From an optimization exercise on the open Yosys and OpenROAD flow, aimed at small area; shortcuts taken in it are not production practice. The RTL was checked by simulation tests, not by an equivalence proof against the original design. The clock port is modelled as an ideal driver, which makes a skipped or thinned clock tree look cheaper than it is; a real chip needs a root buffer or a tree. Power is estimated from default activity; no workload was simulated.

### design/flow/flow/s4.abc
strash
&get -n
&deepsyn -T 30 -S 4
&put
dch -f
amap
topo
### design/flow/flow/s6.abc
strash
&get -n
&deepsyn -T 30 -S 6
&put
dch -f
amap
topo
### design/flow/flow/run.sh
#!/bin/bash
# Standard ORFS layout, with the combinational logic of the standard synthesis re-mapped by
# area-oriented ABC scripts (flow/s*.abc; the smallest result is kept) before floorplanning.
# Registers are left untouched. After CTS, the clock tree is trimmed (flow/flatclk.tcl). flow/make_args holds extra make variables for the layout steps,
# one per line.
set -euo pipefail
W=$(pwd)
R=$W/orfs/results/$FLOW_PLATFORM/top/base
LIB=$FLOW_HOME/platforms/$FLOW_PLATFORM/lib/sky130_fd_sc_hd__tt_025C_1v80.lib

bash standard.sh synth > $W/standard_synth.log 2>&1
cp $R/1_2_yosys.v $W/1_2_yosys.std.v
remap() {
  n=$(basename $1 .abc)
  REMAP_LIB=$LIB REMAP_NET=$W/1_2_yosys.std.v REMAP_ABC=$1 \
    REMAP_STAT=$W/remap_stat_$n.txt REMAP_OUT=$W/1_2_yosys.remap_$n.v \
    yosys -c $W/flow/remap.tcl > $W/remap_$n.log 2>&1 || true
}
export -f remap; export W LIB
ls $W/flow/s*.abc | xargs -P ${NUM_CORES:-4} -I{} bash -c 'remap {}'
best=""; best_area=""
for s in $W/flow/s*.abc; do
  n=$(basename $s .abc)
  [[ -f $W/remap_stat_$n.txt ]] || continue
  a=$(awk '/Chip area for module/ {print $NF}' $W/remap_stat_$n.txt | head -1)
  echo "$n $a" >> $W/remap_areas.txt
  if [[ -z "$best" ]] || awk "BEGIN{exit !($a < $best_area)}"; then best=$n; best_area=$a; fi
done
echo "chosen $best $best_area" >> $W/remap_areas.txt
cp $W/1_2_yosys.remap_$best.v $R/1_2_yosys.v
rm -f $R/1_synth.odb $R/1_synth.sdc
ARGS=()
if [[ -f $W/flow/make_args ]]; then
  while IFS= read -r line; do [[ -n "$line" ]] && ARGS+=("$line"); done < $W/flow/make_args
fi
bash standard.sh "${ARGS[@]}" cts > $W/standard_cts.log 2>&1
# a smaller clock tree than CTS builds (see flow/flatclk.tcl)
FLATCLK_IN=$R/4_cts.odb FLATCLK_OUT=$W/4_cts.flat.odb FLATCLK_ROOT=$(cat $W/flow/flatclk_root) FLATCLK_LEAVES=$(cat $W/flow/flatclk_leaves) \
  openroad -no_init -exit $W/flow/flatclk.tcl > $W/flatclk.log 2>&1
cp $W/4_cts.flat.odb $R/4_cts.odb
bash standard.sh "${ARGS[@]}" finish > $W/standard_finish.log 2>&1
### design/flow/flow/s2.abc
strash
&get -n
&deepsyn -T 30 -S 2
&put
dch -f
amap
topo
### design/flow/flow/s1.abc
strash
&get -n
&deepsyn -T 30 -S 1
&put
dch -f
amap
topo
### design/flow/flow/flatclk.tcl
# Rework the clock tree CTS built: the root buffer becomes the cell named in flow/flatclk_root,
# and leaf buffers are merged (the one with fewest registers into the nearest other) until
# flow/flatclk_leaves remain (0: every register hangs on the root buffer).
read_db $::env(FLATCLK_IN)
set block [ord::get_db_block]
set db [ord::get_db]
set roots {}
foreach it [[$block findNet clk] getITerms] { lappend roots [$it getInst] }
if {[llength $roots] != 1} { error "clock port drives [llength $roots] cells" }
set root [lindex $roots 0]
set rootnet [[$root findITerm X] getNet]

proc leaves {} {
  global root rootnet
  set l {}
  foreach it [$rootnet getITerms] {
    set inst [$it getInst]
    if {$inst != $root && [string match "*clkbuf*" [[$inst getMaster] getName]]} { lappend l $inst }
  }
  return $l
}
proc sinks {inst} {
  set n 0
  foreach s [[[$inst findITerm X] getNet] getITerms] { if {[$s getInst] != $inst} { incr n } }
  return $n
}
proc merge {from to} {
  set fnet [[$from findITerm X] getNet]
  set tnet [$to findITerm X]
  set tnet [$tnet getNet]
  set moved 0
  foreach s [$fnet getITerms] {
    if {[$s getInst] == $from} continue
    $s disconnect
    $s connect $tnet
    incr moved
  }
  [$from findITerm A] disconnect
  [$from findITerm X] disconnect
  odb::dbInst_destroy $from
  odb::dbNet_destroy $fnet
  return $moved
}

set want $::env(FLATCLK_LEAVES)
while {[llength [leaves]] > $want} {
  set ls [leaves]
  set small [lindex $ls 0]
  foreach l $ls { if {[sinks $l] < [sinks $small]} { set small $l } }
  if {$want == 0} {
    set target $root
  } else {
    set xy [$small getLocation]
    set best ""; set bd 1e18
    foreach l $ls {
      if {$l == $small} continue
      set p [$l getLocation]
      set d [expr {abs([lindex $p 0] - [lindex $xy 0]) + abs([lindex $p 1] - [lindex $xy 1])}]
      if {$d < $bd} { set bd $d; set best $l }
    }
    set target $best
  }
  puts "flatclk: [merge $small $target] registers from [$small getName] to [$target getName]"
}
$root swapMaster [$db findMaster $::env(FLATCLK_ROOT)]
foreach l [leaves] { puts "flatclk: leaf [$l getName] [[$l getMaster] getName] drives [sinks $l]" }
puts "flatclk: root [$root getName] [[$root getMaster] getName]"
detailed_placement
check_placement
write_db $::env(FLATCLK_OUT)
### design/flow/standard.sh
#!/bin/bash
# synth_recipe.tcl (not shown) runs the flow's synth.tcl, then flattens the netlist and writes it again
# the make line also repeats each setting of config.mk as NAME=value (left out here)
make -C /OpenROAD-flow-scripts/flow DESIGN_CONFIG=/design/flow/config.mk WORK_HOME=/design/flow/orfs CLKGATE_MAP_FILE= SYNTH_SCRIPT=/design/flow/synth_recipe.tcl "${@:-finish}"
### design/flow/constraint.sdc
create_clock -name core_clock -period 10.0 [get_ports {clk}]
set_input_delay 2.0000 -clock core_clock [delete_from_list [all_inputs] [get_ports {clk}]]
set_output_delay 2.0000 -clock core_clock [all_outputs]
set_load 0.01 [all_outputs]
### design/flow/flow/make_args
BUFFER_PORTS_ARGS=-buffer_cell sky130_fd_sc_hd__buf_1
CTS_ARGS=-sink_clustering_enable -repair_clock_nets -dont_use_dummy_load -buf_list sky130_fd_sc_hd__clkbuf_8
### design/flow/flow/flatclk_leaves
3
### design/flow/flow/remap.tcl
# Re-map the combinational logic of the standard synthesis with an area-oriented ABC script.
# Registers (and every other sequential cell) are kept as they are, under their names.
set lib $::env(REMAP_LIB)
set net $::env(REMAP_NET)
set script $::env(REMAP_ABC)
yosys read_liberty -ignore_miss_func $lib
yosys read_verilog $net
yosys hierarchy -top top
yosys setattr -mod -set keep_hierarchy 1 =sky130_fd_sc_hd__df*
yosys flatten
yosys opt -purge
yosys abc -script $script -liberty $lib -dont_use *lpflow* -dont_use *probe*
yosys opt_clean -purge
yosys hilomap -singleton -hicell sky130_fd_sc_hd__conb_1 HI -locell sky130_fd_sc_hd__conb_1 LO
yosys insbuf -buf sky130_fd_sc_hd__buf_4 A X
yosys splitnets
yosys opt_clean -purge
yosys tee -o $::env(REMAP_STAT) stat -liberty $lib
yosys write_verilog -noattr -noexpr -nohex -nodec -selected $::env(REMAP_OUT).full
yosys select top
yosys write_verilog -noattr -noexpr -nohex -nodec -selected $::env(REMAP_OUT)
### design/flow/flow/s8.abc
strash
&get -n
&deepsyn -T 30 -S 8
&put
dch -f
amap
topo
### design/flow/design.v
module top (
    input clk,
    input rst,
    output [5:0] led,
    output uartTx,
    input uartRx,
    input btn
);
localparam R_W1  = 4'b0000;   
localparam R_W2  = 4'b0001;   
localparam R_W4  = 4'b0010;   
localparam R_W4G = 4'b0011;   
localparam R_W8  = 4'b0100;   
localparam R_P8  = 4'b0101;   
localparam R_ST  = 4'b0110;   
localparam R_P4  = 4'b0111;   
localparam [11:0] R_T = 12'h059;    
localparam [11:0] R_M = 12'h7ef;    
localparam [11:0] R_A = 12'h75b;    
localparam [11:0] R_B = 12'h000;    
reg [3:0] r_st;
reg [11:0] r_cnt;
reg r_err;
reg r_mc;    
reg r_a;     
reg r_o;     
wire r_wait = (r_st[3:2] == 2'b00) || (r_st == R_W8);
wire r_hit = ((r_cnt ^ R_T) & R_M) == 12'd0;
wire new_rx = (r_st == R_W4G);
localparam T_INIT  = 3'd0;
localparam T_LOADQ = 3'd1;
localparam T_SENDQ = 3'd2;
localparam T_RECV  = 3'd3;
localparam T_CMP   = 3'd4;
localparam T_LOADA = 3'd5;
localparam T_SENDA = 3'd6;
reg [2:0] t_st;
reg pc;            
reg old_btn;
reg [3:0] rc;
wire [1:0] j = (t_st == T_RECV) ? rc[1:0] : 2'd0;
reg pbit;
always @* begin
    case ({j, r_st[2:0]})
        5'b00_000: pbit = 1'b1; 5'b00_001: pbit = 1'b0; 5'b00_010: pbit = 1'b0; 5'b00_011: pbit = 1'b0;
        5'b00_100: pbit = 1'b1; 5'b00_101: pbit = 1'b1; 5'b00_110: pbit = 1'b0; 5'b00_111: pbit = 1'b0;
        5'b01_000: pbit = 1'b1; 5'b01_001: pbit = 1'b0; 5'b01_010: pbit = 1'b0; 5'b01_011: pbit = 1'b0;
        5'b01_100: pbit = 1'b0; 5'b01_101: pbit = 1'b1; 5'b01_110: pbit = 1'b1; 5'b01_111: pbit = 1'b0;
        5'b10_000: pbit = 1'b0; 5'b10_001: pbit = 1'b1; 5'b10_010: pbit = 1'b0; 5'b10_011: pbit = 1'b0;
        5'b10_100: pbit = 1'b1; 5'b10_101: pbit = 1'b1; 5'b10_110: pbit = 1'b0; 5'b10_111: pbit = 1'b0;
        5'b11_000: pbit = 1'b0; 5'b11_001: pbit = 1'b1; 5'b11_010: pbit = 1'b0; 5'b11_011: pbit = 1'b0;
        5'b11_100: pbit = 1'b0; 5'b11_101: pbit = 1'b0; 5'b11_110: pbit = 1'b1; 5'b11_111: pbit = 1'b0;
    endcase
end
always @(posedge clk) begin
    if (rst) begin
        r_st <= R_W1;
        r_err <= 1'b0;
    end else begin
        case (r_st)
            R_W1, R_W2, R_W4, R_W4G, R_W8:
                r_st <= uartRx ? R_W2 : R_ST;
            R_ST:
                if (r_hit) begin
                    if (uartRx) begin
                        r_st <= R_P8;
                        r_err <= 1'b1;
                    end else
                        r_st <= 4'b1000;
                end
            R_P4:
                if (r_hit) begin
                    r_st <= (uartRx && !r_err) ? R_W4G : R_W4;
                    r_err <= !uartRx;
                end
            R_P8:
                if (r_hit) begin
                    r_st <= R_W8;
                    r_err <= !uartRx;
                end
            default:   
                if (r_hit)
                    r_st <= (r_st[2:0] == 3'd7) ? R_P4 : r_st + 4'd1;
        endcase
    end
end
always @(posedge clk) begin
    if (r_wait || r_hit)
        r_cnt <= r_wait ? R_A : R_B;
    else
        r_cnt <= {~r_cnt[10:0], r_cnt[11] ^ r_cnt[0]};
end
always @(posedge clk) begin
    if (r_st == R_ST) begin
        r_mc <= 1'b1;
        r_a <= 1'b1;
        r_o <= 1'b0;
    end else if (r_st[3] && r_hit) begin
        r_mc <= r_mc & (uartRx ~^ pbit);
        r_a <= r_a & uartRx;
        case (r_st[2:0])
            3'd5: r_o <= uartRx;
            3'd6: r_o <= uartRx ? !r_a : r_o;
            3'd7: r_o <= uartRx ? 1'b0 : r_o;
            default: r_o <= r_o;
        endcase
    end
end
assign led[5:2] = (r_st == R_W1) ? 4'b0001 :
                  (r_st == R_W2) ? 4'b0010 :
                  (r_st == R_W8 || r_st == R_P8) ? 4'b1000 : 4'b0100;
localparam U_WAIT0 = 4'b0000;   
localparam U_INIT0 = 4'b0001;   
localparam U_WAIT3 = 4'b0010;   
localparam U_INIT3 = 4'b0011;   
localparam U_INIT2 = 4'b0100;   
localparam U_START = 4'b0101;   
localparam U_STOP  = 4'b0110;   
localparam [11:0] U_T  = 12'h059;
localparam [11:0] U_M  = 12'h7ef;
localparam [11:0] U_S0 = 12'h000;
localparam [11:0] S4   = 12'h00c;
localparam [11:0] S4_M = 12'h006;
reg [3:0] u_st;
reg [11:0] u_cnt;
reg out;
wire t_send = (t_st == T_SENDQ) || (t_st == T_SENDA);
wire msg_q = (t_st == T_SENDQ);
wire last = msg_q ? (rc == 4'd12) : pc ? (rc == 4'd9) : (rc == 4'd7);
wire req = t_send && !last;
wire u_active = (u_st == U_START) || (u_st == U_STOP) || u_st[3];
wire u_init = (u_st == U_INIT0) || (u_st == U_INIT2) || (u_st == U_INIT3);
wire u_hit = ((u_cnt ^ U_T) & U_M) == 12'd0;
wire tx_idle = (u_st == U_START) && (((u_cnt ^ S4) & S4_M) == 12'd0) && last;
reg [6:0] rom;
always @* begin
    case ({msg_q, pc, rc})
            6'b110000: rom = 7'h20;
            6'b110001: rom = 7'h45;
            6'b110010: rom = 7'h6e;
            6'b110011: rom = 7'h74;
            6'b110100: rom = 7'h65;
            6'b110101: rom = 7'h72;
            6'b110110: rom = 7'h20;
            6'b110111: rom = 7'h50;
            6'b111000: rom = 7'h61;
            6'b111001: rom = 7'h73;
            6'b111010: rom = 7'h73;
            6'b111011: rom = 7'h3a;
            6'b111100: rom = 7'h20;
            6'b100000: rom = 7'h20;
            6'b100001: rom = 7'h45;
            6'b100010: rom = 7'h6e;
            6'b100011: rom = 7'h74;
            6'b100100: rom = 7'h65;
            6'b100101: rom = 7'h72;
            6'b100110: rom = 7'h20;
            6'b100111: rom = 7'h50;
            6'b101000: rom = 7'h61;
            6'b101001: rom = 7'h73;
            6'b101010: rom = 7'h73;
            6'b101011: rom = 7'h3a;
            6'b101100: rom = 7'h20;
            6'b010000: rom = 7'h20;
            6'b010001: rom = 7'h43;
            6'b010010: rom = 7'h6f;
            6'b010011: rom = 7'h72;
            6'b010100: rom = 7'h72;
            6'b010101: rom = 7'h65;
            6'b010110: rom = 7'h63;
            6'b010111: rom = 7'h74;
            6'b011000: rom = 7'h21;
            6'b011001: rom = 7'h20;
            6'b000000: rom = 7'h20;
            6'b000001: rom = 7'h57;
            6'b000010: rom = 7'h72;
            6'b000011: rom = 7'h6f;
            6'b000100: rom = 7'h6e;
            6'b000101: rom = 7'h67;
            6'b000110: rom = 7'h21;
            6'b000111: rom = 7'h20;
        default: rom = 7'h20;
    endcase
end
always @(posedge clk) begin
    if (rst)
        out <= 1'b1;
    else
        out <= (u_st != U_START) && (!u_st[3] || (t_send ? ((u_st[2:0] != 3'd7) && rom[u_st[2:0]]) : (u_st[2:0] == 3'd5)));
end
always @(posedge clk) begin
    if (rst) begin
        u_st <= U_WAIT0;
    end else begin
        case (u_st)
            U_WAIT0: if (req) u_st <= U_INIT0;
            U_WAIT3: if (req) u_st <= U_INIT3;
            U_INIT0, U_INIT2, U_INIT3:
                u_st <= req ? U_START : U_WAIT3;
            U_START:
                if (u_hit) u_st <= 4'b1000;
            U_STOP:
                if (u_hit) u_st <= U_INIT2;
            default:
                if (u_hit) u_st <= (u_st[2:0] == 3'd7) ? U_STOP : u_st + 4'd1;
        endcase
    end
end
always @(posedge clk) begin
    if (!u_active || u_hit)
        u_cnt <= U_S0;
    else
        u_cnt <= {~u_cnt[10:0], u_cnt[11] ^ u_cnt[0]};
end
assign uartTx = out;
assign led[1:0] = (u_st == U_WAIT0 || u_st == U_INIT0) ? 2'b00 :
                  (u_st == U_WAIT3 || u_st == U_INIT3) ? 2'b11 : 2'b10;
always @(posedge clk) begin
    if (rst) begin
        t_st <= T_INIT;
        rc <= 4'd0;
        pc <= 1'b0;
        old_btn <= 1'b1;
    end else begin
        old_btn <= btn;
        case (t_st)
            T_INIT: begin
                rc <= 4'd0;
                if (old_btn && !btn) t_st <= T_LOADQ;
            end
            T_LOADQ, T_LOADA: begin
                if (rc[2:0] == 3'd7) begin
                    rc <= 4'd0;
                    t_st <= (t_st == T_LOADQ) ? T_SENDQ : T_SENDA;
                end else
                    rc <= rc + 4'd1;
            end
            T_SENDQ, T_SENDA:
                if (tx_idle) begin
                    rc <= 4'd0;
                    t_st <= (t_st == T_SENDQ) ? T_RECV : T_INIT;
                    pc <= 1'b1;
                end else if (u_init && req)
                    rc <= rc + 4'd1;
            T_RECV: begin
                if (new_rx) begin
                    if (r_o) begin
                        rc <= rc + 4'd1;
                        if (!rc[2]) pc <= pc & r_mc;
                    end else
                        t_st <= T_INIT;
                end
                if (rc[2]) t_st <= T_CMP;
            end
            T_CMP: begin
                rc <= 4'd0;
                t_st <= T_LOADA;
            end
            default: t_st <= T_INIT;
        endcase
    end
end
endmodule
### design/flow/flow/s5.abc
strash
&get -n
&deepsyn -T 30 -S 5
&put
dch -f
amap
topo
### design/flow/flow/flatclk_root
sky130_fd_sc_hd__clkbuf_2
### design/flow/flow/s3.abc
strash
&get -n
&deepsyn -T 30 -S 3
&put
dch -f
amap
topo
### design/flow/flow/s9.abc
strash
&get -n
&deepsyn -T 30 -S 9
&put
dch -f
map -a
topo
### design/flow/config.mk
export PLATFORM = sky130hd
export DESIGN_NAME = top
export DESIGN_NICKNAME = top
export VERILOG_FILES = /design/flow/design.v
export SDC_FILE = /design/flow/constraint.sdc
export NUM_CORES = 4
export LEC_CHECK = 0
export ABC_AREA = 1
export CAP_MARGIN = 0
export CORE_MARGIN = 2
export CORE_UTILIZATION = 40
export SLEW_MARGIN = 0
### design/flow/flow/s7.abc
strash
&get -n
&deepsyn -T 30 -S 7
&put
dch -f
amap
topo
==> results of run 1 <==
==> sequential cells by signal, summed over array words and instances, names as in the netlist <==
register,cells
t_st,3
r_mc,1
r_err,1
rc,4
r_o,1
u_cnt,12
pc,1
r_cnt,12
old_btn,1
u_st,4
out,1
r_a,1
r_st,4
==> cell usage in the layout, fill, tap and decap left out, drive strengths merged <==
| master | count |
|---|---|
| a211oi | 6 |
| a222oi | 1 |
| o221a | 1 |
| a22oi | 2 |
| dfxtp | 46 |
| o2111ai | 1 |
| nand2 | 22 |
| a32oi | 2 |
| o21ai | 22 |
| clkbuf | 4 |
| o221ai | 1 |
| nor3 | 15 |
| a21oi | 12 |
| nor2b | 2 |
| nor4b | 1 |
| nand4 | 1 |
| o21a | 1 |
| nand3 | 9 |
| or3 | 3 |
| or2 | 1 |
| clkinv | 33 |
| a211o | 1 |
| o32a | 1 |
| o21bai | 1 |
| nand2b | 1 |
| a311oi | 1 |
| o32ai | 3 |
| o211ai | 1 |
| a2111oi | 1 |
| or4b | 2 |
| nand4bb | 1 |
| buf | 11 |
| nor4 | 6 |
| nor2 | 69 |
| o31ai | 1 |
| a31oi | 7 |
==> where the power goes <==
group,internal [mW],switching (mW)
Clock,0.0299,0.0513
Sequential,0.187,0.00365
Combinational,0.00630,0.0125
==> cell type report <==
class / count / area, µm² / area share, %
multi-input combinational: 199 / 1010 / 45.3
sequential: 46 / 921 / 41.2
inverter: 33 / 124 / 5.54
tap: 70 / 87.6 / 3.92
clock buffer: 4 / 46.3 / 2.07
timing repair buffer: 11 / 45.0 / 2.01
==> metal layers <==
| metal | vias to the layer above | global-route usage [%] |
|---|---|---|
| met4 | 0 | 3.51 |
| met1 | 876 | 26.1 |
| li1 | 1009 | - |
| met2 | 48 | 27.5 |
| met3 | 4 | 2.78 |
| met5 | - | 0 |
==> worst max path at each step <==
stage | start | endpoint | slack (ns) | cells after the start
floorplan | r_st[1] | led[2] | 7.14 | 3
global placement | rst | rc[3] | 6.90 | 4
detailed placement | rst | rc[3] | 6.87 | 4
CTS | r_st[0] | led[3] | 6.65 | 3
global route | r_st[0] | led[3] | 6.42 | 3
finish | r_st[0] | led[3] | 6.60 | 3
==> impl_metrics.env, run 1 <==
export IMPL_max_clock_freq_mhz=294
export IMPL_cts_sinks=46
export IMPL_nFillCells=515
export IMPL_drc_errors=0
export IMPL_clkTransAtPathRegs_ns=0.13
export IMPL_grt_usage_pct=17.7
export IMPL_instances_no_fill=363
export IMPL_viasPerCell=5.34
export IMPL_first_iter_violations=162
export IMPL_dr_pass1_iters=4
export IMPL_crit_path_top_delay_cell="dfxtp_1"
export IMPL_power_leakage_nw=0.753
export IMPL_place_area_mm2=0.00219
export IMPL_r2r_setup_slack_ns=6.93
export IMPL_min_path_cells=1
export IMPL_maxSlewHeadroom_pct=27.7
export IMPL_worst_r2r_path_depth=14
export IMPL_r2r_start="rc[1]"
export IMPL_wl_met3_um=210
export IMPL_cts_hold_buf=0
export IMPL_setup_violations=0
export IMPL_run_status="timing/DRC/antenna clean"
export IMPL_grt_antenna_before_repair=0
export IMPL_netlist_area_mm2=0.00206
export IMPL_dp_hpwl_um=3430
export IMPL_period_minus_slack_ns=3.40
export IMPL_num_vias=1937
export IMPL_nets=299
export IMPL_pre_cts_ws_ns=6.87
export IMPL_path_cells="clkinv_1, nor3_1, buf_1"
export IMPL_die_h_um=75.7
export IMPL_crit_path_start_kind="register"
export IMPL_hp_start="u_cnt[3]"
export IMPL_globalplace_congestion=0.917
export IMPL_cp_buffers_inverters=2
export IMPL_tightestPinTransition_ns=1.07
export IMPL_wirelength_um=4520
export IMPL_layout_setup_ws_ns=6.60
export IMPL_worstSetupPathType="reg2out"
export IMPL_synth_warnings=1
export IMPL_postRouteAntennaNets=0
export IMPL_met2_length_um=2010
export IMPL_clkLatencyLatePin_ns=0.35
export IMPL_crit_family="flip-flops"
export IMPL_top_layer_used="met4"
export IMPL_ir_drop_uv=97.1
export IMPL_area_growth_pct=8.70
export IMPL_critical_path_max_stage_delay_ns=0.49
export IMPL_whs_ns=0.378
export IMPL_post_synth_cell_area_avg_um2=7.40
export IMPL_io_pins=11
export IMPL_cp_end_kind="output port"
export IMPL_r2r_end="rc[3]"
export IMPL_utilization_pct=44.3
export IMPL_grt_pass1_vias=1723
export IMPL_drv_slew=0
export IMPL_drive_above_1_share_pct=1.71
export IMPL_rsz0062_at_grt="false"
export IMPL_postCtsSetupRepairBufs=0
export IMPL_core_mm2=0.00504
export IMPL_synth_nets=282
export IMPL_wl_per_cell_um=12.5
export IMPL_numPortBuffers=10
export IMPL_num_rows=26
export IMPL_clock_skew_final_ns=0.0438
export IMPL_hp_class="reg2reg"
export IMPL_synth_cells=278
export IMPL_final_hold_viol_count=0
export IMPL_start_util_pct=40.8
export IMPL_cp_data_arrival_time_ns=1.40
export IMPL_num_antenna_cells=0
export IMPL_critPathMaxFanout=7
export IMPL_cts_resized=0
export IMPL_drv_cap=0
export IMPL_placed_cells=359
export IMPL_dieArea_mm2=0.00573
export IMPL_die_x_um=75.7
export IMPL_drt_met1_wl_um=2270
export IMPL_fin_crit_sh_pct=34.0
export IMPL_crit_required_ns=8.00
export IMPL_tns_ns=0
export IMPL_design_area_mm2=0.00224
export IMPL_grt_start_max_net_pins=24
export IMPL_grt_pass1_wl_um=7890
export IMPL_power_mw=0.291
export IMPL_p_per_area_mw_per_mm2=130
export IMPL_grt_overflow=0
export IMPL_min_to="u_cnt[4]"
==> run 2: changes to the inputs <==
--- a/design/flow/flow/flatclk.tcl
+++ b/design/flow/flow/flatclk.tcl
@@ -1,5 +1,6 @@
 # Rework the clock tree CTS built: the root buffer becomes the cell named in flow/flatclk_root,
-# and leaf buffers are merged (the one with fewest registers into the nearest other) until
+# and the leaf buffer with fewest registers is removed, each of its registers moving to the
+# nearest remaining leaf, until
 # flow/flatclk_leaves remain (0: every register hangs on the root buffer).
 read_db $::env(FLATCLK_IN)
 set block [ord::get_db_block]
@@ -24,15 +25,21 @@
   foreach s [[[$inst findITerm X] getNet] getITerms] { if {[$s getInst] != $inst} { incr n } }
   return $n
 }
-proc merge {from to} {
+# move the registers of leaf "from" each to the nearest of the leaves in "tos", then drop "from"
+proc merge {from tos} {
   set fnet [[$from findITerm X] getNet]
-  set tnet [$to findITerm X]
-  set tnet [$tnet getNet]
   set moved 0
   foreach s [$fnet getITerms] {
     if {[$s getInst] == $from} continue
+    set xy [[$s getInst] getLocation]
+    set best ""; set bd 1e18
+    foreach t $tos {
+      set p [$t getLocation]
+      set d [expr {abs([lindex $p 0] - [lindex $xy 0]) + abs([lindex $p 1] - [lindex $xy 1])}]
+      if {$d < $bd} { set bd $d; set best $t }
+    }
     $s disconnect
-    $s connect $tnet
+    $s connect [[$best findITerm X] getNet]
     incr moved
   }
   [$from findITerm A] disconnect
@@ -47,20 +54,42 @@
   set ls [leaves]
   set small [lindex $ls 0]
   foreach l $ls { if {[sinks $l] < [sinks $small]} { set small $l } }
+  set tos {}
   if {$want == 0} {
-    set target $root
+    set tos [list $root]
   } else {
-    set xy [$small getLocation]
+    foreach l $ls { if {$l != $small} { lappend tos $l } }
+  }
+  puts "flatclk: moved [merge $small $tos] registers from [$small getName]"
+}
+# spread the registers evenly over the leaves left: each goes to the nearest leaf that has room
+set ls [leaves]
+if {[llength $ls] > 1} {
+  set all {}
+  foreach l $ls {
+    foreach it [[[$l findITerm X] getNet] getITerms] { if {[$it getInst] != $l} { lappend all $it } }
+  }
+  set cap [expr {int(ceil(double([llength $all]) / [llength $ls]))}]
+  set order {}
+  foreach it $all {
+    set xy [[$it getInst] getLocation]
+    set ds {}
+    foreach l $ls {
+      set p [$l getLocation]
+      lappend ds [expr {abs([lindex $p 0] - [lindex $xy 0]) + abs([lindex $p 1] - [lindex $xy 1])}]
+    }
+    set sd [lsort -real $ds]
+    lappend order [list [expr {[lindex $sd 1] - [lindex $sd 0]}] $it $ds]
+  }
+  foreach l $ls { set used($l) 0 }
+  foreach e [lsort -real -decreasing -index 0 $order] {
+    set it [lindex $e 1]; set ds [lindex $e 2]
     set best ""; set bd 1e18
-    foreach l $ls {
-      if {$l == $small} continue
-      set p [$l getLocation]
-      set d [expr {abs([lindex $p 0] - [lindex $xy 0]) + abs([lindex $p 1] - [lindex $xy 1])}]
-      if {$d < $bd} { set bd $d; set best $l }
-    }
-    set target $best
+    foreach l $ls d $ds { if {$used($l) < $cap && $d < $bd} { set bd $d; set best $l } }
+    incr used($best)
+    $it disconnect
+    $it connect [[$best findITerm X] getNet]
   }
-  puts "flatclk: [merge $small $target] registers from [$small getName] to [$target getName]"
 }
 $root swapMaster [$db findMaster $::env(FLATCLK_ROOT)]
 foreach l [leaves] { puts "flatclk: leaf [$l getName] [[$l getMaster] getName] drives [sinks $l]" }
==> run 2 against run 1 <==
  * Still clean on timing, DRC and antenna
  * Final area unchanged
  * Die area unchanged
  * Count of clock-buffer cells in the layout unchanged
==> impl_metrics.env, run 2 <==
export IMPL_grtUsageMet3_pct=3.04
export IMPL_run_status="timing/DRC/antenna clean"
export IMPL_viasPerCell=5.30
export IMPL_grt_usage_pct=17.9
export IMPL_r2r_start="rc[1]"
export IMPL_cp_endpoint="led[3]"
export IMPL_drc_errors=0
export IMPL_num_rows=26
export IMPL_synth_nets=282
export IMPL_grt_start_max_net_pins=17
export IMPL_cts_hold_buf=0
export IMPL_cp_end_kind="output port"
export IMPL_grtUsageMet2_pct=27.6
export IMPL_netlist_area_mm2=0.00206
export IMPL_grt_antenna_before_repair=0
export IMPL_area_growth_pct=8.70
export IMPL_reg_top3="r_cnt x12, u_cnt x12"
export IMPL_multi_input_area_mm2=0.00101
export IMPL_globalplace_congestion=0.917
export IMPL_wl_per_cell_um=12.7
export IMPL_period_minus_slack_ns=3.37
export IMPL_crit_required_ns=8.00
export IMPL_core_mm2=0.00504
export IMPL_dr_pass1_iters=5
export IMPL_power_leakage_nw=0.753
export IMPL_crit_path_start_kind="register"
export IMPL_nFillCells=515
export IMPL_grt_pass1_wl_um=7960
export IMPL_clock_skew_final_ns=0.0159
export IMPL_die_x_um=75.7
export IMPL_tns_ns=0
export IMPL_synth_warnings=1
export IMPL_placed_cells=359
export IMPL_whs_ns=0.391
export IMPL_grt_overflow=0
export IMPL_cts_resized=0
export IMPL_die_h_um=75.7
export IMPL_num_vias=1924
export IMPL_cp_data_arrival_time_ns=1.37
export IMPL_clkTransAtPathRegs_ns=0.10
export IMPL_num_antenna_cells=0
export IMPL_drv_cap=0
export IMPL_post_synth_cell_area_avg_um2=7.40
export IMPL_io_pins=11
export IMPL_r2r_setup_slack_ns=7.03
export IMPL_rsz0062_at_grt="false"
export IMPL_synth_cells=278
export IMPL_drive_above_1_share_pct=1.71
export IMPL_instances_no_fill=363
export IMPL_dp_hpwl_um=3430
export IMPL_hp_class="reg2reg"
export IMPL_dieArea_mm2=0.00573
export IMPL_critPathMaxFanout=7
export IMPL_tightestPinTransition_ns=1.08
export IMPL_start_util_pct=40.8
export IMPL_worst_r2r_path_depth=14
export IMPL_hp_start="r_cnt[3]"
export IMPL_grt_busiest_layer="met2"
export IMPL_fin_crit_sh_pct=33.7
export IMPL_p_per_area_mw_per_mm2=131
export IMPL_seqCellArea_um2=921
export IMPL_worstSetupPathType="reg2out"
export IMPL_gr_usage_met1_pct=26.6
export IMPL_final_cell_mix="69 x nor2_1, 46 x dfxtp_1, 33 x clkinv_1"
export IMPL_postRouteAntennaNets=0
export IMPL_maxSlewHeadroom_pct=27.5
export IMPL_wirelength_um=4610
export IMPL_ir_drop_uv=89.7
export IMPL_r2r_end="rc[3]"
export IMPL_crit_start="r_st[0]"
export IMPL_drv_slew=0
export IMPL_numPortBuffers=10
export IMPL_cts_sinks=46
export IMPL_final_hold_viol_count=0
export IMPL_max_clock_freq_mhz=296
export IMPL_final_common_cell="nor2_1"
export IMPL_postCtsSetupRepairBufs=0
export IMPL_first_iter_violations=150
export IMPL_setup_violations=0
export IMPL_clkLatencyLatePin_ns=0.33
export IMPL_grt_pass1_vias=1717
export IMPL_nets=299
[run 2: layout make-up]
class | count | area share, %
sequential | 46 | 41.2
multi-input combinational | 199 | 45.3
inverter | 33 | 5.54
clock buffer | 4 | 2.07
tap | 70 | 3.92
timing repair buffer | 11 | 2.01
[run 2: how the worst min path moves through the flow]
| stage | end | slack (ns) | cells past startpoint |
|---|---|---|---|
| final | r_cnt[4] | 0.39 | 1 |
| after global routing | u_cnt[5] | 0.40 | 1 |
| after CTS | r_cnt[4] | 0.39 | 1 |
| after detailed placement | r_cnt[4] | 0.37 | 1 |
| after global placement | r_cnt[4] | 0.37 | 1 |
| after floorplan | r_cnt[4] | 0.35 | 1 |
[run 2: routing by layer]
metal | routed length, µm | share of wire [%] | up-vias
li1 | - | - | 1010
met1 | 2280 | 49 | 850
met2 | 2030 | 44 | 60
met3 | 268 | 5.8 | 4
met4 | 36 | 0.78 | 0
met5 | 0 | 0 | -
[run 2: stage by stage]
step	total power, mW	setup slack (ns)	util (%)	instance area (µm²)
6_report	0.293	6.63	44.3	2240
5_1_grt	0.311	6.46	44.3	2240
4_1_cts	0.313	6.65	44.8	2260
3_5_place_dp	0.213	6.87	43.4	2190
3_3_place_gp	0.213	6.90	43.4	2190
2_1_floorplan	0.207	7.14	-	2060
[run 2: critical path, cell delays in order (launching register included)]
cell and delay, ns:
dfxtp_1 0.48, clkinv_1 0.18, nor3_1 0.21, buf_1 0.17
[run 2: power breakdown]
part	total (mW)	internal (mW)	leakage (nW)	switching, mW
combinational	0.0188	0.00630	0.354	0.0125
clock	0.0836	0.0300	0.0257	0.0537
sequential	0.191	0.187	0.373	0.00364
total	0.293	0.223	0.753	0.0698
==> run 3: changes to the inputs <==
==> design/flow/flow/s1.abc (replaced) <==
strash
&get -n
&deepsyn -J 300 -S 1 -T 300
&put
dch -f
amap
topo
==> design/flow/flow/s2.abc (replaced) <==
strash
&get -n
&deepsyn -J 300 -S 2 -T 300
&put
dch -f
amap
topo
==> design/flow/flow/s3.abc (replaced) <==
strash
&get -n
&deepsyn -J 300 -S 3 -T 300
&put
dch -f
amap
topo
==> design/flow/flow/s4.abc (replaced) <==
strash
&get -n
&deepsyn -J 300 -S 4 -T 300
&put
dch -f
amap
topo
==> design/flow/flow/s5.abc (replaced) <==
strash
&get -n
&deepsyn -J 300 -S 5 -T 300
&put
dch -f
amap
topo
==> design/flow/flow/s6.abc (replaced) <==
strash
&get -n
&deepsyn -J 300 -S 6 -T 300
&put
dch -f
amap
topo
==> design/flow/flow/s7.abc (replaced) <==
strash
&get -n
&deepsyn -J 300 -S 7 -T 300
&put
dch -f
amap
topo
==> design/flow/flow/s8.abc (replaced) <==
strash
&get -n
&deepsyn -J 300 -S 8 -T 300
&put
dch -f
amap
topo
==> design/flow/flow/s9.abc (replaced) <==
strash
&get -n
&deepsyn -J 300 -S 9 -T 300
&put
dch -f
map -a
topo
--- a/design/flow/config.mk
+++ b/design/flow/config.mk
@@ -9,4 +9,6 @@
 export CAP_MARGIN = 0
 export CORE_MARGIN = 2
 export CORE_UTILIZATION = 40
+export GPL_ROUTABILITY_DRIVEN = 0
+export GPL_TIMING_DRIVEN = 0
 export SLEW_MARGIN = 0
==> run 3 against run 2 <==
  * Still clean on timing, DRC and antenna
  * Critical path depth is 5 higher
  * Setup slack got worse by 0.074 ns
  * Flip-flop and latch count unchanged
  * Fmax fell by 2.1%
  * Global-route usage is essentially flat
  * Utilization shrank 0.15 points
  * Count of clock-buffer cells in the layout did not move
  * Total power decreased by 0.27%
  * Synthesized cell count unchanged
  * Register-to-register slack got worse by 0.48 ns
  * Clock power shrank 0.8%
  * Critical endpoint is now r_err
==> impl_metrics.env, run 3 <==
export IMPL_fin_crit_sh_pct=34.5
export IMPL_reg_top3="r_cnt x12, u_cnt x12"
export IMPL_num_rows=26
export IMPL_dp_hpwl_um=3400
export IMPL_cts_sinks=46
export IMPL_grtUsageMet2_pct=27.5
export IMPL_design_area_mm2=0.00223
export IMPL_grt_usage_pct=18.0
export IMPL_postRouteAntennaNets=0
export IMPL_hp_class="reg2reg"
export IMPL_crit_path_top_delay_cell="nor4b_1"
export IMPL_post_synth_cell_area_avg_um2=7.40
export IMPL_path_cells="or4b_1, nor4b_1, clkinv_1, nor2_1, clkinv_1, nor3_1, nand2b_1, a31oi_1"
export IMPL_power_leakage_nw=0.747
export IMPL_max_clock_freq_mhz=290
export IMPL_postCtsSetupRepairBufs=0
export IMPL_crit_path_start_kind="register"
export IMPL_grtUsageMet3_pct=3.44
export IMPL_num_vias=1909
export IMPL_num_antenna_cells=0
export IMPL_synth_nets=282
export IMPL_whs_ns=0.380
export IMPL_drive_above_1_share_pct=1.37
export IMPL_die_h_um=75.7
export IMPL_start_util_pct=40.8
export IMPL_cp_end_kind="register"
export IMPL_cp_data_arrival_time_ns=3.68
export IMPL_crit_family="simple AND/OR/NAND/NOR gates"
export IMPL_drv_cap=0
export IMPL_viasPerCell=5.27
export IMPL_worstSetupPathType="reg2reg"
export IMPL_cp_buffers_inverters=2
export IMPL_place_area_mm2=0.00218
export IMPL_period_minus_slack_ns=3.45
export IMPL_cp_common_cell="clkinv_1"
export IMPL_dr_pass1_iters=4
export IMPL_grt_busiest_layer="met2"
export IMPL_crit_required_ns=10.23
export IMPL_final_cell_mix="69 x nor2_1, 46 x dfxtp_1, 33 x clkinv_1"
export IMPL_run_status="timing/DRC/antenna clean"
export IMPL_nFillCells=525
export IMPL_setup_violations=0
export IMPL_final_common_cell="nor2_1"
export IMPL_netlist_area_mm2=0.00206
export IMPL_numPortBuffers=10
export IMPL_utilization_pct=44.2
export IMPL_gr_usage_met1_pct=25.1
export IMPL_grt_antenna_before_repair=0
export IMPL_instances_no_fill=362
export IMPL_tns_ns=0
export IMPL_drv_slew=0
export IMPL_critical_path_max_stage_delay_ns=1.08
export IMPL_clkTransAtPathRegs_ns=0.10
export IMPL_ir_drop_uv=92.3
export IMPL_wirelength_um=4570
export IMPL_synth_warnings=1
export IMPL_core_mm2=0.00504
export IMPL_rsz0062_at_grt="false"
export IMPL_critPathMaxFanout=9
export IMPL_dieArea_mm2=0.00573
export IMPL_nets=298
export IMPL_p_per_area_mw_per_mm2=131
export IMPL_grt_overflow=0
export IMPL_area_growth_pct=8.33
export IMPL_die_x_um=75.7
export IMPL_final_hold_viol_count=0
export IMPL_grt_pass1_vias=1712
export IMPL_drc_errors=0
export IMPL_wl_per_cell_um=12.6
export IMPL_tightestPinTransition_ns=1.27
export IMPL_clkLatencyLatePin_ns=0.35
export IMPL_synth_cells=278
export IMPL_grt_start_max_net_pins=17
export IMPL_grt_pass1_wl_um=8000
export IMPL_maxSlewHeadroom_pct=14.1
export IMPL_cts_resized=0
export IMPL_first_iter_violations=142
export IMPL_cts_hold_buf=0
export IMPL_io_pins=11
export IMPL_placed_cells=358
export IMPL_clock_skew_final_ns=0.0104
-- run 3: path summary, 6_finish.rpt --
path | startpoint | end | slack [ns] | cells past startpoint
worst max register to register | r_cnt[10] | r_err | 6.55 | 8
worst max-delay path | r_cnt[10] | r_err | 6.55 | 8
worst min-delay path | u_cnt[4] | u_cnt[5] | 0.38 | 1
worst min register to register | u_cnt[4] | u_cnt[5] | 0.38 | 1
-- run 3: layer usage --
layer  share of wire (%)  vias to the layer above  wire length [µm]
li1                    -                     1007                 -
met3                 5.0                        8               229
met5                   0                        -                 0
met4                 1.8                        0                82
met1                  50                      843              2280
met2                  43                       51              1980
-- run 3: worst reg2reg max path: cells and delay by family (launching register included) --
family | cells | cell delay, ns
AO/OA/AOI/OAI | 1 | 0.08
buffers and inverters | 2 | 0.50
flip-flops | 1 | 0.32
AND/OR/NAND/NOR | 5 | 2.44
-- run 3: cell type report --
| class | instances | area [µm²] | share of cell area [%] |
|---|---|---|---|
| Clock buffer | 4 | 46.3 | 2.08 |
| Inverter | 33 | 124 | 5.56 |
| Multi-Input combinational cell | 199 | 1010 | 45.4 |
| Sequential cell | 46 | 921 | 41.3 |
| Tap cell | 70 | 87.6 | 3.93 |
| Timing Repair Buffer | 10 | 37.5 | 1.68 |
-- run 3: where the power goes --
group / leakage [nW] / internal, mW / total [mW] / switching (mW)
logic: 0.348 / 0.00630 / 0.0187 / 0.0124
registers: 0.373 / 0.187 / 0.191 / 0.00366
clock network: 0.0257 / 0.0298 / 0.0829 / 0.0531
-- run 3: through the flow --
step                setup slack [ns]  total power, mW
detailed placement              6.64            0.214
finish                          6.55            0.292
global placement                6.56            0.214
CTS                             6.60            0.313
global route                    6.26            0.306
floorplan                       7.14            0.207
==> run 4: changes to the inputs <==
--- a/design/flow/config.mk
+++ b/design/flow/config.mk
@@ -9,6 +9,5 @@
 export CAP_MARGIN = 0
 export CORE_MARGIN = 2
 export CORE_UTILIZATION = 40
-export GPL_ROUTABILITY_DRIVEN = 0
 export GPL_TIMING_DRIVEN = 0
 export SLEW_MARGIN = 0
==> run 4 against run 3 <==
  * Clock skew is the same
  * Final area stayed put
  * Global-route usage unchanged
  * Fmax is the same
  * Clock power hardly changed
  * Cell count is the same
  * Utilization did not move
  * Critical path depth unchanged
  * Combinational power hardly changed
  * Sequential power about the same
  * Wire length is the same
  * Area after synthesis is the same
  * Largest cell class unchanged
==> impl_metrics.env, run 4 <==
export IMPL_run_status="timing/DRC/antenna clean"
export IMPL_drv_slew=0
export IMPL_r2r_end="r_err"
export IMPL_numPortBuffers=10
export IMPL_synth_cells=278
export IMPL_drv_cap=0
export IMPL_cp_data_arrival_time_ns=3.68
export IMPL_drc_errors=0
export IMPL_num_vias=1909
export IMPL_critPathMaxFanout=9
export IMPL_tns_ns=0
export IMPL_p_per_area_mw_per_mm2=131
export IMPL_crit_path_start_kind="register"
export IMPL_clock_skew_final_ns=0.0104
export IMPL_hp_start="u_cnt[4]"
export IMPL_fin_crit_sh_pct=34.5
export IMPL_worst_r2r_path_depth=8
export IMPL_netlist_area_mm2=0.00206
export IMPL_final_common_cell="nor2_1"
export IMPL_tightestPinTransition_ns=1.27
export IMPL_min_to="u_cnt[5]"
export IMPL_grt_pass1_vias=1712
export IMPL_power_mw=0.292
export IMPL_min_path_cells=1
export IMPL_drive_above_1_share_pct=1.37
export IMPL_final_cell_mix="69 x nor2_1, 46 x dfxtp_1, 33 x clkinv_1"
export IMPL_ir_drop_uv=92.3
export IMPL_cp_end_kind="register"
export IMPL_wirelength_um=4570
export IMPL_final_hold_viol_count=0
export IMPL_layout_setup_ws_ns=6.55
export IMPL_pre_cts_ws_ns=6.64
export IMPL_max_clock_freq_mhz=290
export IMPL_num_rows=26
export IMPL_grt_pass1_wl_um=8000
export IMPL_cts_sinks=46
export IMPL_grt_antenna_before_repair=0
export IMPL_start_util_pct=40.8
export IMPL_nets=298
export IMPL_globalplace_congestion=0.892
export IMPL_grt_usage_pct=18.0
export IMPL_io_pins=11
export IMPL_crit_required_ns=10.23
export IMPL_num_antenna_cells=0
export IMPL_dieArea_mm2=0.00573
export IMPL_die_h_um=75.7
export IMPL_area_growth_pct=8.33
export IMPL_rsz0062_at_grt="false"
export IMPL_maxSlewHeadroom_pct=14.1
export IMPL_die_x_um=75.7
export IMPL_worstSetupPathType="reg2reg"
export IMPL_setup_violations=0
export IMPL_grt_start_max_net_pins=17
export IMPL_post_synth_cell_area_avg_um2=7.40
export IMPL_wl_per_cell_um=12.6
export IMPL_power_leakage_nw=0.747
export IMPL_clkTransAtPathRegs_ns=0.10
export IMPL_dr_pass1_iters=4
export IMPL_r2r_start="r_cnt[10]"
export IMPL_reg_top3="r_cnt x12, u_cnt x12"
export IMPL_cts_hold_buf=0
export IMPL_hp_class="reg2reg"
export IMPL_synth_nets=282
export IMPL_viasPerCell=5.27
export IMPL_synth_warnings=1
export IMPL_first_iter_violations=142
export IMPL_r2r_setup_slack_ns=6.55
export IMPL_postCtsSetupRepairBufs=0
export IMPL_utilization_pct=44.2
export IMPL_period_minus_slack_ns=3.45
export IMPL_postRouteAntennaNets=0
export IMPL_core_mm2=0.00504
export IMPL_cts_resized=0
export IMPL_clkLatencyLatePin_ns=0.35
export IMPL_nFillCells=525
export IMPL_grt_overflow=0
export IMPL_dp_hpwl_um=3400
run 4: cell counts in the layout (fill, tap and decap cells not counted):
Identical to the previous run, type by type.
run 4: critical path, stage by stage (launching register included):
cell	delay [ns]
dfxtp_1	0.32
or4b_1	0.51
nor4b_1	1.08
clkinv_1	0.35
nor2_1	0.39
clkinv_1	0.15
nor3_1	0.29
nand2b_1	0.16
a31oi_1	0.08
run 4: metrics by stage:
stage / hold slack (ns) / cells / instance area (µm²)
after global placement: 0.367 / 358 / 2180
after CTS: 0.390 / 363 / 2250
after global routing: 0.395 / 362 / 2230
after floorplan: 0.353 / 278 / 2060
after detailed placement: 0.372 / 358 / 2180
final: 0.380 / 362 / 2230
run 4: worst max-delay path by stage:
| stage | startpoint | end | cells past startpoint |
|---|---|---|---|
| after floorplan | r_st[1] | led[2] | 3 |
| after global placement | r_cnt[10] | r_err | 8 |
| after detailed placement | r_cnt[10] | r_err | 8 |
| after CTS | r_cnt[10] | r_err | 8 |
| final | r_cnt[10] | r_err | 8 |
| after global routing | r_cnt[10] | r_err | 8 |
run 4: metal layers:
layer / global-route usage (%) / vias to the layer above / wire [µm]
met5: 0 / - / 0
met4: 6.82 / 0 / 82
met3: 3.44 / 8 / 229
met2: 27.5 / 51 / 1980
met1: 25.1 / 843 / 2280
li1: - / 1007 / -
run 4: power breakdown:
part | switching [mW] | internal (mW)
logic | 0.0124 | 0.00630
clock network | 0.0531 | 0.0298
registers | 0.00366 | 0.187
run 4: area by class of cell:
class / instances / area, µm² / share of cell area, %
Timing Repair Buffer: 10 / 37.5 / 1.68
Sequential cell: 46 / 921 / 41.3
Tap cell: 70 / 87.6 / 3.93
Clock buffer: 4 / 46.3 / 2.08
Multi-Input combinational cell: 199 / 1010 / 45.4
Inverter: 33 / 124 / 5.56
==> run 5: changes to the inputs <==
--- a/design/flow/design.v
+++ b/design/flow/design.v
@@ -31,12 +31,10 @@
 localparam T_LOADQ = 3'd1;
 localparam T_SENDQ = 3'd2;
 localparam T_RECV  = 3'd3;
-localparam T_CMP   = 3'd4;
 localparam T_LOADA = 3'd5;
 localparam T_SENDA = 3'd6;
 reg [2:0] t_st;
 reg pc;            
-reg old_btn;
 reg [3:0] rc;
 wire [1:0] j = (t_st == T_RECV) ? rc[1:0] : 2'd0;
 reg pbit;
@@ -218,18 +216,19 @@
 always @(posedge clk) begin
     if (rst) begin
         t_st <= T_INIT;
-        rc <= 4'd0;
+        rc <= 4'd1;
         pc <= 1'b0;
-        old_btn <= 1'b1;
     end else begin
-        old_btn <= btn;
         case (t_st)
             T_INIT: begin
-                rc <= 4'd0;
-                if (old_btn && !btn) t_st <= T_LOADQ;
+                rc <= {3'd0, btn};
+                if (rc[0] && !btn) begin
+                    rc <= 4'd1;
+                    t_st <= T_LOADQ;
+                end
             end
             T_LOADQ, T_LOADA: begin
-                if (rc[2:0] == 3'd7) begin
+                if (rc[3]) begin
                     rc <= 4'd0;
                     t_st <= (t_st == T_LOADQ) ? T_SENDQ : T_SENDA;
                 end else
@@ -237,7 +236,7 @@
             end
             T_SENDQ, T_SENDA:
                 if (tx_idle) begin
-                    rc <= 4'd0;
+                    rc <= {3'd0, btn && (t_st == T_SENDA)};
                     t_st <= (t_st == T_SENDQ) ? T_RECV : T_INIT;
                     pc <= 1'b1;
                 end else if (u_init && req)
@@ -247,14 +246,15 @@
                     if (r_o) begin
                         rc <= rc + 4'd1;
                         if (!rc[2]) pc <= pc & r_mc;
-                    end else
+                    end else begin
+                        rc <= {3'd0, btn};
                         t_st <= T_INIT;
-                end
-                if (rc[2]) t_st <= T_CMP;
-            end
-            T_CMP: begin
-                rc <= 4'd0;
-                t_st <= T_LOADA;
+                    end
+                end
+                if (rc[2]) begin
+                    rc <= 4'd0;
+                    t_st <= T_LOADA;
+                end
             end
             default: t_st <= T_INIT;
         endcase
==> design/flow/flow/flatclk_root (replaced) <==
sky130_fd_sc_hd__clkbuf_1
==> run 5 against run 4 <==
  * Largest power group unchanged
  * Clock skew is 0.0057 ns lower
  * Clock power fell by 2%
  * First-iteration DRC count fell by 54%
  * Largest cell class unchanged
  * Final area decreased by 0.34%
  * Die area decreased by 0.29%
  * Count of clock-buffer cells in the layout did not move
==> impl_metrics.env, run 5 <==
export IMPL_max_clock_freq_mhz=270
export IMPL_p_int_mw=0.266
export IMPL_grt_pass1_wl_um=7660
export IMPL_fin_crit_sh_pct=37.1
export IMPL_r2r_start="t_st[2]"
export IMPL_rsz0062_at_grt="false"
export IMPL_num_rows=26
export IMPL_worstSetupPathType="reg2out"
export IMPL_cp_data_arrival_time_ns=1.71
export IMPL_io_pins=11
export IMPL_numPortBuffers=10
export IMPL_nets=301
export IMPL_r2r_setup_slack_ns=6.53
export IMPL_multi_input_area_mm2=0.00104
export IMPL_tightestPinTransition_ns=1.08
export IMPL_clock_skew_final_ns=0.00469
export IMPL_cts_sinks=45
export IMPL_synth_warnings=1
export IMPL_cp_buffers_inverters=3
export IMPL_area_growth_pct=8.30
export IMPL_min_path_cells=1
export IMPL_sw_frac_of_total_pct=35.9
export IMPL_seqPwrFrac_pct=50.8
export IMPL_hp_start="u_cnt[4]"
export IMPL_layout_setup_ws_ns=6.29
export IMPL_power_mw=0.414
export IMPL_reg_top3="r_cnt x12, u_cnt x12"
export IMPL_crit_family="flip-flops"
export IMPL_power_leakage_nw=0.776
export IMPL_grt_antenna_before_repair=0
export IMPL_post_synth_cell_area_avg_um2=7.30
export IMPL_die_x_um=75.6
export IMPL_ir_drop_uv=94.8
export IMPL_critical_path_max_stage_delay_ns=0.49
export IMPL_clkLatencyLatePin_ns=0.42
export IMPL_path_cells="clkinv_1, nor2_1, clkinv_1, nor2_1, buf_1"
export IMPL_cts_resized=0
export IMPL_cts_hold_buf=0
export IMPL_period_minus_slack_ns=3.71
export IMPL_drv_cap=0
export IMPL_grt_overflow=0
export IMPL_drv_slew=0
export IMPL_nFillCells=545
export IMPL_crit_required_ns=8.00
export IMPL_pre_cts_ws_ns=6.58
export IMPL_core_mm2=0.00504
export IMPL_combPwrFrac_pct=29.6
export IMPL_num_vias=1895
export IMPL_p_per_area_mw_per_mm2=186
export IMPL_globalplace_congestion=0.899
export IMPL_clkTransAtPathRegs_ns=0.10
export IMPL_dieArea_mm2=0.00572
export IMPL_die_h_um=75.6
export IMPL_crit_path_top_delay_cell="dfxtp_1"
export IMPL_tns_ns=0
export IMPL_critPathMaxFanout=8
export IMPL_cp_end_kind="output port"
export IMPL_start_util_pct=40.7
export IMPL_final_cell_mix="76 x nor2_1, 45 x dfxtp_1, 31 x o21ai_0"
export IMPL_grt_usage_pct=17.2
export IMPL_whs_ns=0.388
export IMPL_first_iter_violations=65
export IMPL_clockPowerShare_pct=19.5
export IMPL_drive_above_1_share_pct=1.02
export IMPL_postRouteAntennaNets=0
export IMPL_synth_cells=281
export IMPL_p_switching_mw=0.149
export IMPL_crit_path_start_kind="register"
export IMPL_min_to="u_cnt[5]"
export IMPL_synth_nets=285
export IMPL_run_status="timing/DRC/antenna clean"
export IMPL_grt_start_max_net_pins=16
export IMPL_netlist_area_mm2=0.00205
export IMPL_drc_errors=0
export IMPL_num_antenna_cells=0
export IMPL_postCtsSetupRepairBufs=0
export IMPL_wirelength_um=4550
export IMPL_seqCellArea_um2=901
export IMPL_setup_violations=0
export IMPL_viasPerCell=5.19
export IMPL_grt_pass1_vias=1745
export IMPL_r2r_end="rc[3]"
export IMPL_final_common_cell="nor2_1"
export IMPL_wl_per_cell_um=12.5
export IMPL_dr_pass1_iters=4
export IMPL_final_hold_viol_count=0
export IMPL_hp_class="reg2reg"
export IMPL_dp_hpwl_um=3360
export IMPL_maxSlewHeadroom_pct=27.5
export IMPL_worst_r2r_path_depth=18
## run 5: worst max path at each step
| stage | start | end | depth (start not counted) |
|---|---|---|---|
| finish | r_st[0] | led[3] | 5 |
| global route | r_st[0] | led[3] | 5 |
| CTS | r_st[0] | led[3] | 5 |
| detailed placement | t_st[2] | rc[3] | 18 |
| global placement | t_st[2] | rc[3] | 18 |
| floorplan | r_st[0] | led[3] | 4 |
## run 5: power groups by stage
stage          Combinational [mW]  Sequential, mW  Clock, mW
6_report                    0.123           0.210     0.0809
2_1_floorplan              0.0967           0.209          0
4_1_cts                     0.122           0.210      0.103
5_1_grt                     0.143           0.213     0.0911
3_5_place_dp                0.122           0.214          0
3_3_place_gp                0.122           0.214          0
## run 5: per-stage QoR
stage / area, µm² / cells / util (%)
4_1_cts: 2240 / 366 / 44.5
3_3_place_gp: 2180 / 361 / 43.2
3_5_place_dp: 2180 / 361 / 43.2
6_report: 2220 / 365 / 44.0
5_1_grt: 2220 / 365 / 44.0
2_1_floorplan: 2050 / 281 / -
## run 5: cell type report
| class | count | share of cell area [%] |
|---|---|---|
| inverters | 28 | 4.73 |
| multi-input cells | 208 | 47.0 |
| flip-flops and latches | 45 | 40.6 |
| well taps | 70 | 3.94 |
| clock buffers | 4 | 2.03 |
| repair buffers | 10 | 1.69 |
## run 5: per-layer routing
| layer | vias up | routed length (µm) | GRT usage, % |
|---|---|---|---|
| li1 | 1020 | - | - |
| met1 | 843 | 2390 | 23.5 |
| met2 | 27 | 2000 | 27.8 |
| met3 | 5 | 111 | 3.17 |
| met4 | 0 | 36 | 4.48 |
| met5 | - | 0 | 0 |
==> run 6: changes to the inputs <==
==> design/flow/flow/flatclk_root (replaced) <==
sky130_fd_sc_hd__clkbuf_2
==> design/flow/flow/s1.abc (replaced) <==
strash
&get -n
&deepsyn -T 30 -S 1
&put
dch -f
amap
topo
==> design/flow/flow/s2.abc (replaced) <==
strash
&get -n
&deepsyn -T 30 -S 2
&put
dch -f
amap
topo
==> design/flow/flow/s3.abc (replaced) <==
strash
&get -n
&deepsyn -T 30 -S 3
&put
dch -f
amap
topo
==> design/flow/flow/s4.abc (replaced) <==
strash
&get -n
&deepsyn -T 30 -S 4
&put
dch -f
amap
topo
==> design/flow/flow/s5.abc (replaced) <==
strash
&get -n
&deepsyn -T 30 -S 5
&put
dch -f
amap
topo
==> design/flow/flow/s6.abc (replaced) <==
strash
&get -n
&deepsyn -T 30 -S 6
&put
dch -f
amap
topo
==> design/flow/flow/s7.abc (replaced) <==
strash
&get -n
&deepsyn -T 30 -S 7
&put
dch -f
amap
topo
==> design/flow/flow/s8.abc (replaced) <==
strash
&get -n
&deepsyn -T 30 -S 8
&put
dch -f
amap
topo
==> design/flow/flow/s9.abc (replaced) <==
strash
&get -n
&deepsyn -T 30 -S 9
&put
dch -f
map -a
topo
--- a/design/flow/config.mk
+++ b/design/flow/config.mk
@@ -9,5 +9,4 @@
 export CAP_MARGIN = 0
 export CORE_MARGIN = 2
 export CORE_UTILIZATION = 40
-export GPL_TIMING_DRIVEN = 0
 export SLEW_MARGIN = 0
==> run 6 against run 5 <==
  * Setup slack better by 0.28 ns
  * First-iteration DRC count is 140% higher
  * Register-to-register slack better by 0.55 ns
  * Clock skew is 0.0080 ns higher
  * Final area is 2.1% higher
  * Fmax is 8.1% higher
  * Wire length is 5.4% higher
  * Global-route usage hardly changed
  * Total power is 24% higher
  * Sequential power is 12% higher
  * Synthesized cell count is 6.4% higher
  * Critical path type unchanged
  * Critical endpoint is now led[0]
  * Highest routed layer unchanged
==> impl_metrics.env, run 6 <==
export IMPL_dr_pass1_iters=5
export IMPL_drv_slew=0
export IMPL_final_common_cell="nor2_1"
export IMPL_pre_cts_ws_ns=6.93
export IMPL_final_cell_mix="64 x nor2_1, 45 x dfxtp_1, 40 x clkinv_1"
export IMPL_postRouteAntennaNets=0
export IMPL_p_per_area_mw_per_mm2=227
export IMPL_die_x_um=76.4
export IMPL_rsz0062_at_grt="false"
export IMPL_ir_drop_uv=103
export IMPL_drv_cap=0
export IMPL_design_area_mm2=0.00227
export IMPL_nets=319
export IMPL_nFillCells=538
export IMPL_netlist_area_mm2=0.00210
export IMPL_cts_resized=0
export IMPL_grt_pass1_wl_um=8360
export IMPL_cp_data_arrival_time_ns=1.43
export IMPL_crit_required_ns=8.00
export IMPL_crit_path_start_kind="register"
export IMPL_grt_start_max_net_pins=16
export IMPL_synth_warnings=1
export IMPL_setup_violations=0
export IMPL_drive_above_1_share_pct=1.92
export IMPL_wirelength_um=4790
export IMPL_first_iter_violations=157
export IMPL_multi_input_area_mm2=0.00104
export IMPL_cp_end_kind="output port"
export IMPL_globalplace_congestion=0.863
export IMPL_grt_pass1_vias=1817
export IMPL_final_hold_viol_count=0
export IMPL_grt_overflow=0
export IMPL_critPathMaxFanout=8
export IMPL_dp_hpwl_um=3580
export IMPL_maxSlewHeadroom_pct=28.7
export IMPL_hp_class="reg2reg"
export IMPL_tightestPinTransition_ns=1.06
export IMPL_io_pins=11
export IMPL_start_util_pct=41.3
export IMPL_numPortBuffers=10
export IMPL_seqCellArea_um2=901
export IMPL_clock_skew_final_ns=0.0127
export IMPL_tns_ns=0
export IMPL_reg_top3="r_cnt x12, u_cnt x12"
export IMPL_cts_hold_buf=0
export IMPL_period_minus_slack_ns=3.43
export IMPL_core_mm2=0.00507
export IMPL_cts_sinks=45
export IMPL_layout_setup_ws_ns=6.57
export IMPL_num_vias=2060
export IMPL_place_area_mm2=0.00222
export IMPL_whs_ns=0.387
export IMPL_dieArea_mm2=0.00583
export IMPL_synth_cells=299
export IMPL_viasPerCell=5.38
export IMPL_grt_antenna_before_repair=0
export IMPL_drc_errors=0
export IMPL_num_rows=26
export IMPL_clkTransAtPathRegs_ns=0.09
export IMPL_power_leakage_nw=0.803
export IMPL_die_h_um=76.4
export IMPL_synth_nets=303
export IMPL_area_growth_pct=8.18
export IMPL_grt_usage_pct=17.1
export IMPL_worstSetupPathType="reg2out"
export IMPL_run_status="timing/DRC/antenna clean"
export IMPL_fin_crit_sh_pct=34.3
export IMPL_wl_per_cell_um=12.5
export IMPL_num_antenna_cells=0
export IMPL_max_clock_freq_mhz=291
export IMPL_clkLatencyLatePin_ns=0.34
export IMPL_post_synth_cell_area_avg_um2=7.01
export IMPL_postCtsSetupRepairBufs=0
==> run 6: path summary, 6_finish.rpt <==
kind	from	to	slack (ns)	cells past startpoint
max	u_st[1]	led[0]	6.57	3
min reg2reg	u_cnt[4]	u_cnt[5]	0.39	1
max reg2reg	rc[3]	rc[3]	7.08	14
min	u_cnt[4]	u_cnt[5]	0.39	1
==> run 6: report_power, final <==
group | switching, mW | internal [mW]
sequential | 0.0310 | 0.205
combinational | 0.130 | 0.0659
clock | 0.0517 | 0.0299
total | 0.213 | 0.301
==> run 6: layout make-up <==
class | count | area share, %
Timing Repair Buffer | 10 | 1.66
Multi-Input combinational cell | 214 | 46.1
Inverter | 40 | 6.62
Clock buffer | 4 | 2.04
Sequential cell | 45 | 39.7
Tap cell | 70 | 3.86
==> run 6: critical path, cell delays in order (launching register included) <==
cell and delay, ns:
dfxtp_1 0.49, clkinv_1 0.26, nor3_1 0.19, buf_1 0.17
==> run 6: per-stage QoR <==
step	cells	power, mW	util, %
after detailed placement	379	0.433	43.8
after global routing	383	0.564	44.7
after global placement	379	0.437	43.8
after CTS	384	0.533	45.1
after floorplan	299	0.383	-
final	383	0.514	44.7
==> run 6: metal layers <==
layer  global-route usage [%]  vias to the layer above  wire, µm  part of all wire, %
met1                     24.5                      917      2380                   50
li1                         -                     1068         -                    -
met5                        0                        -         0                    0
met3                     3.20                        9       254                  5.3
met2                     26.5                       66      2090                   44
met4                     4.73                        0        60                  1.3

static timing again, ports no longer ideal:
Ports are ideal in the flow. The routed layouts listed here were re-timed in OpenROAD. Step 1 sets driving cells, clkbuf_16 on the clock port and buf_2 on the other inputs (assumed; they add their load-dependent delay and slew). Step 2, shift: input delay + t, output delay - t, t = (earliest + latest rising clock arrival at the registers) / 2. This alone moves slack from input paths to output paths. a / b / c = ideal ports / drivers / drivers and shift; a / b = the first two.
| run | t, ns | setup slack, ns | worst setup path after step 2 | slew at the worst register clock pin (ns) |
|---|---|---|---|---|
| run 1 | 0.351 | 6.595 / 6.570 / 6.807 | input to register | 0.13 / 0.13 |
| run 2 | 0.349 | 6.625 / 6.600 / 6.846 | input to register | 0.10 / 0.10 |
| run 3 | 0.372 | 6.552 / 6.552 / 6.552 | register to register | 0.10 / 0.10 |
| run 4 | 0.372 | 6.552 / 6.552 / 6.552 | register to register | 0.10 / 0.10 |
| run 5 | 0.445 | 6.290 / 6.264 / 6.529 | register to register | 0.10 / 0.10 |
| run 6 | 0.358 | 6.566 / 6.541 / 6.890 | input to register | 0.10 / 0.10 |
After both steps setup and hold are still met in every run listed.
